What follows belongs to an exercise in optimizing a design on an open flow for small area, a short achievable clock period and few clock cycles per item; a production flow would make more cautious choices. No functional check of the RTL was part of any run shown here. Power is estimated from default activity; no workload was simulated.

## flow/design.v (module list and top-level ports; edited modules follow where they fit)
// module Mult: 1267 lines
// module BoothEnc: 7 lines
// module BoothRowX: 10 lines
// module PrefixAdd: 324 lines
// module FA: 6 lines
// module HA: 6 lines
module Mult (MultStart, out_A, out_B, rst, clk, HI, LOW, EndMult);
  // ...
==> flow/flow/run.sh <==
#!/bin/bash
# The standard layout (the standard.sh: ORFS synthesis to finish), except that
# the port buffers are sky130_fd_sc_hd__buf_4 rather than the delay-cell buffer
# that buffer_ports picks by default. The make output goes to standard.log; ORFS
# keeps each step's own log under orfs/logs/.
set -uo pipefail
bash standard.sh "BUFFER_PORTS_ARGS=-buffer_cell sky130_fd_sc_hd__buf_4" finish > standard.log 2>&1
==> flow/standard.sh <==
#!/bin/bash
# synth_recipe.tcl (not shown) runs the flow's synth.tcl, then flattens the netlist and writes it again
# the make line also repeats each setting of config.mk as NAME=value (left out here)
make -C /OpenROAD-flow-scripts/flow DESIGN_CONFIG=/design/flow/config.mk WORK_HOME=/design/flow/orfs CLKGATE_MAP_FILE= SYNTH_SCRIPT=/design/flow/synth_recipe.tcl "${@:-finish}"
==> flow/config.mk <==
export PLATFORM = sky130hd
export DESIGN_NAME = Mult
export DESIGN_NICKNAME = Mult
export VERILOG_FILES = /design/flow/design.v
export SDC_FILE = /design/flow/constraint.sdc
export NUM_CORES = 4
export LEC_CHECK = 0
export CAP_MARGIN = 20
export CORE_MARGIN = 2
export CORE_UTILIZATION = 40
export SETUP_SLACK_MARGIN = 1.8
export SLEW_MARGIN = 20
export SYNTH_HIERARCHICAL = 1
export SYNTH_MINIMUM_KEEP_SIZE = 0
==> flow/constraint.sdc <==
create_clock -name core_clock -period 6.5 [get_ports {clk}]
set_input_delay 1.3000 -clock core_clock [delete_from_list [all_inputs] [get_ports {clk}]]
set_output_delay 1.3000 -clock core_clock [all_outputs]
set_load 0.01 [all_outputs]
==> flow_summary.ini, run 1 <==
[synth]
ys_seq_area_share_pct = 9.49
yosys.area.top_type_share_pct = 34.5
synth-warning-count = 7
synth_top_family_by_area = adder cells
synthAdderAreaFrac_pct = 42.4
synth_cell_types = 66
yosys-top-cells-area = fa_1 35%, xnor2_1 19%, a22oi_1 14%

[floorplan]
core_um2 = 63100
num_rows = 92
die-area_um2 = 65800
die_width_um = 257

[placement]
place.gp.congestion = 0.913
dp_cells = 3198

[layout]
fin_nets = 3131
final-clk-cell-share_pct = 2.15
clock_buffers = 18
mostFrequentLayoutCells = 518 x xnor2_1, 378 x fa_1, 372 x a22oi_1
regArea_um2 = 2430
num-nonclk-buffers = 281
multi_input_area_um2 = 23000
multi_input_area_share_pct = 76.4

[global_route]
use_met3_pct = 5.55
track_usage_pct = 26.2
grt_antenna_before_repair = 0

[routing]
met1_length_um = 33600
drc = 0
dr_wl_met2_um = 41100

[sta]
max_slew.worst_pin.slew_ns = 0.707
tns_ns = 0

[worst_hold_path]
min_path_type = input port to register
hold_end = EndMult

[worst_setup_path]
critPathTopFamily = adder cells
cp-startpoint = out_B[9]
slowest_delay_ns = 0.57
crit_buf_inv = 3
crit_path_end_kind = register

[power]
p_int_mw = 8.91
comb-power_mw = 14.1
comb_power_share_pct = 83.7
p_sw_mw = 7.94

[status]
run_status = finished clean

[clock_network]
postCtsSetupBuffers = 59
==> run 2: changes to the inputs <==
--- a/flow/config.mk
+++ b/flow/config.mk
@@ -8,7 +8,7 @@
 export CAP_MARGIN = 20
 export CORE_MARGIN = 2
 export CORE_UTILIZATION = 40
-export SETUP_SLACK_MARGIN = 1.8
+export SETUP_SLACK_MARGIN = 1.2
 export SLEW_MARGIN = 20
 export SYNTH_HIERARCHICAL = 1
 export SYNTH_MINIMUM_KEEP_SIZE = 0
==> run 2 against run 1 <==
Synthesized area unchanged. Critical path type unchanged. Critical endpoint is now C[26]. Via count shrank 3.8%. Largest power group unchanged. Clock power fell by about 10%. Combinational power fell by 8%. Highest routed layer unchanged. Sequential share of layout area up 0.83 points.
==> flow_summary.ini, run 2 <==
[status]
run_status = finished clean

[global_route]
track_usage_pct = 25.0
grt_antenna_before_repair = 0
grt-ovfl-total = 0
first_global_vias = 21000
grt_start_max_net_pins = 37
grt_pass1_wl_um = 125000

[synth]
yosys-top-cells-area = fa_1 35%, xnor2_1 19%, a22oi_1 14%
synth_area_leader_cell = fa_1
synthMuxAreaShare_pct = 0.0392
synth_cell_types = 66
yosys.area.top_type_share_pct = 34.5
synthCells = 2323
synth-compound-area-share_pct = 17.9
synthesis.area_um2 = 25500
async_flop_share_pct = 0
synth_top_family_by_area = adder cells
synthSimpleGateAreaFrac_pct = 3.60
synth_commonest_cells = 540 x xnor2_1, 480 x a22oi_1, 440 x fa_1
synth.most_common_cell = xnor2_1
synth-warning-count = 7
syn_area_per_cell_um2 = 11.0
ys_seq_area_share_pct = 9.49
synthXorXnorAreaFrac_pct = 19.4
synth_ff_type = dfxtp_1
ys_ff_latch = 121
synth_edf_count = 0
synthAdderAreaFrac_pct = 42.4

[layout]
mostFrequentLayoutCells = 540 x xnor2_1, 480 x a22oi_1, 440 x fa_1
nFillCells = 6118
reg_top3 = S x56, C x55, LB x8
area_growth_pct = 6.50
largest_register = S
layout_commonest_cell = xnor2_1
final_cell_area_um2 = 27200
fin_nets = 3042
n_antenna_cell = 0
largest_reg_flops = 56
drive_above_1_share_pct = 10.8
final_util_pct = 43.1
stdcell_count = 3234

[worst_setup_path]
required_ns = 6.87
path_max_fanout = 33
arrival_ns = 5.60
crit_type = input port to register
cp-start-kind = input port
crit_path_end_kind = register
crit_end = C[26]
cp-startpoint = out_B[11]

[placement]
io_buffer_count = 131
placed_area_um2 = 26500
dp_cells = 3201
dpl_worst_slack_ns = 0.571
dp_hpwl_um = 64500
place.gp.congestion = 0.917

[clock_network]
clk_pin_slew_worst_paths_ns = 0.07
cts_hold_buf = 0
clockBufferDepth = 2
cts_root_buffer = clkbuf_16
numClockSinks = 121
h-tree-depth = 4
numCtsBuffers = 17
cts_tree = done

[routing]
drt_wl_total_um = 80800
vias = 19100
avgRoutedWirePerCell_um = 25.0
drtIter0Drc = 1431
avgViaCountPerCell = 5.90
drtPass1Iterations = 6
drtAntennaViolNets = 0
drc = 0

[sta]
tns_ns = 0
fmax_mhz = 191
setup_viol = 0
setup_slack_ns = 1.27
period_share_pct = 80.4
max-slew-margin-rel_pct = 51.4
drv_slew = 0
hold_viol = 0
whs_ns = 0.968
max_slew.worst_pin.slew_ns = 0.728
rsz0062_at_grt = yes
finalCriticalPeriod_ns = 5.23

[floorplan]
die_y_um = 257
start_util_pct = 40.4
num_rows = 92
die-area_um2 = 65800
core_um2 = 63100
io_pins = 132
die_width_um = 257

[power]
total_power_mw = 15.6
power.leakage_nw = 9.66
ir_drop_uv = 434
powerDensity_nw_per_um2 = 575

[worst_hold_path]
min_path_type = input port to register

[job]
max_cap_violations = 0
run 2: cell counts after synthesis:
Identical to the previous run, type by type.
run 2: cell type report:
cell class                 count  area (um2)  share of cell area [%]
clock buffer                  22         464                    1.71
clock inverter                10         119                   0.437
inverter                      60         225                   0.829
multi-input combinational   1981       21400                    78.7
sequential                   121        2420                    8.92
tap                          846        1060                    3.90
timing repair buffer         194        1490                    5.47
run 2: per-module statistics from Yosys, one instance, submodules excluded:
| module | copies in the design | flops+latches |
|---|---|---|
| BoothEnc | 16 | 0 |
| BoothRowX | 16 | 0 |
| FA | 440 | 0 |
| HA | 83 | 0 |
| Mult | 1 | 121 |
| PrefixAdd | 1 | 0 |
run 2: kinds of logic after synthesis:
group / Yosys count
compound gates: 611
xor+xnor: 565
fa+ha+maj: 600
buf+inv: 236
flops: 121
mux: 1
other cells: 2
simple gates: 187
run 2: worst min path at each step:
stage	from	end	slack, ns	cells after the start
after floorplan	rst	EndMult	1.36	1
after global placement	rst	EndMult	1.47	2
after detailed placement	rst	EndMult	1.47	2
after CTS	rst	EndMult	0.93	2
after global routing	rst	EndMult	0.95	2
final	rst	EndMult	0.97	2
run 2: power breakdown:
group / leakage (nW) / switching, mW / internal, mW / total (mW)
Combinational: 8.36 / 6.94 / 6.09 / 13.0
Clock: 0.277 / 0.403 / 0.582 / 0.986
Sequential: 1.02 / 0.147 / 1.46 / 1.61
Total: 9.66 / 7.49 / 8.14 / 15.6
run 2: critical path, stage by stage:
cell     delay (ns)
buf_4          0.30
inv_1          0.08
ha_1           0.35
buf_4          0.44
a22oi_1        0.21
fa_1           0.54
fa_1           0.49
fa_1           0.45
fa_1           0.46
fa_1           0.53
fa_1           0.43
run 2: per-layer routing:
metal  wire length (um)  global-route usage, %  up-vias
met5                  0                      0        -
met4               3370                   10.9        0
met3               6130                   5.69      207
met2              39700                   42.6      789
met1              31600                   30.3     9805
li1                   -                      -     8270
run 2: timing repair:
action | CTS | global route
endpoints found under the setup margin | 18 | 20
buffers inserted | 1 | 0
gates resized for setup | 2 | 7
hold endpoints to repair | 0 | 0
pin swaps | 1 | 0

==> re-timing with driven ports <==
In the flow no input, the clock included, has a driving cell. The finished layouts below were timed again as built, in two steps.
Step 1 assumes that a clkbuf_16 drives the clock port and a buf_2 every other input.
Step 2 adds t to the input delays and takes it off the output delays; t is the mean of the earliest and latest rising clock arrival at the registers after step 1. Input paths then give back, and output paths get back, about the clock's delay inside the block.
Three values: ideal ports, drivers, drivers and shift; two values: the first two.
| run | shift t [ns] | setup WS [ns] | hold slack, ns | worst register clock-pin slew, ns | worst slew at a driven data input, ns |
|---|---|---|---|---|---|
| run 1 | 0.553 | 1.792 / 1.793 / 1.242 | 0.966 / 0.937 / 1.490 | 0.07 / 0.07 | 0.08 |
| run 2 | 0.547 | 1.274 / 1.297 / 0.750 | 0.968 / 0.935 / 1.482 | 0.07 / 0.07 | 0.06 |
After both steps setup and hold are still met in every run listed. For run 1, which loses most, drivers alone change the setup slack by +0.001 ns; drivers and shift together by -0.550 ns.
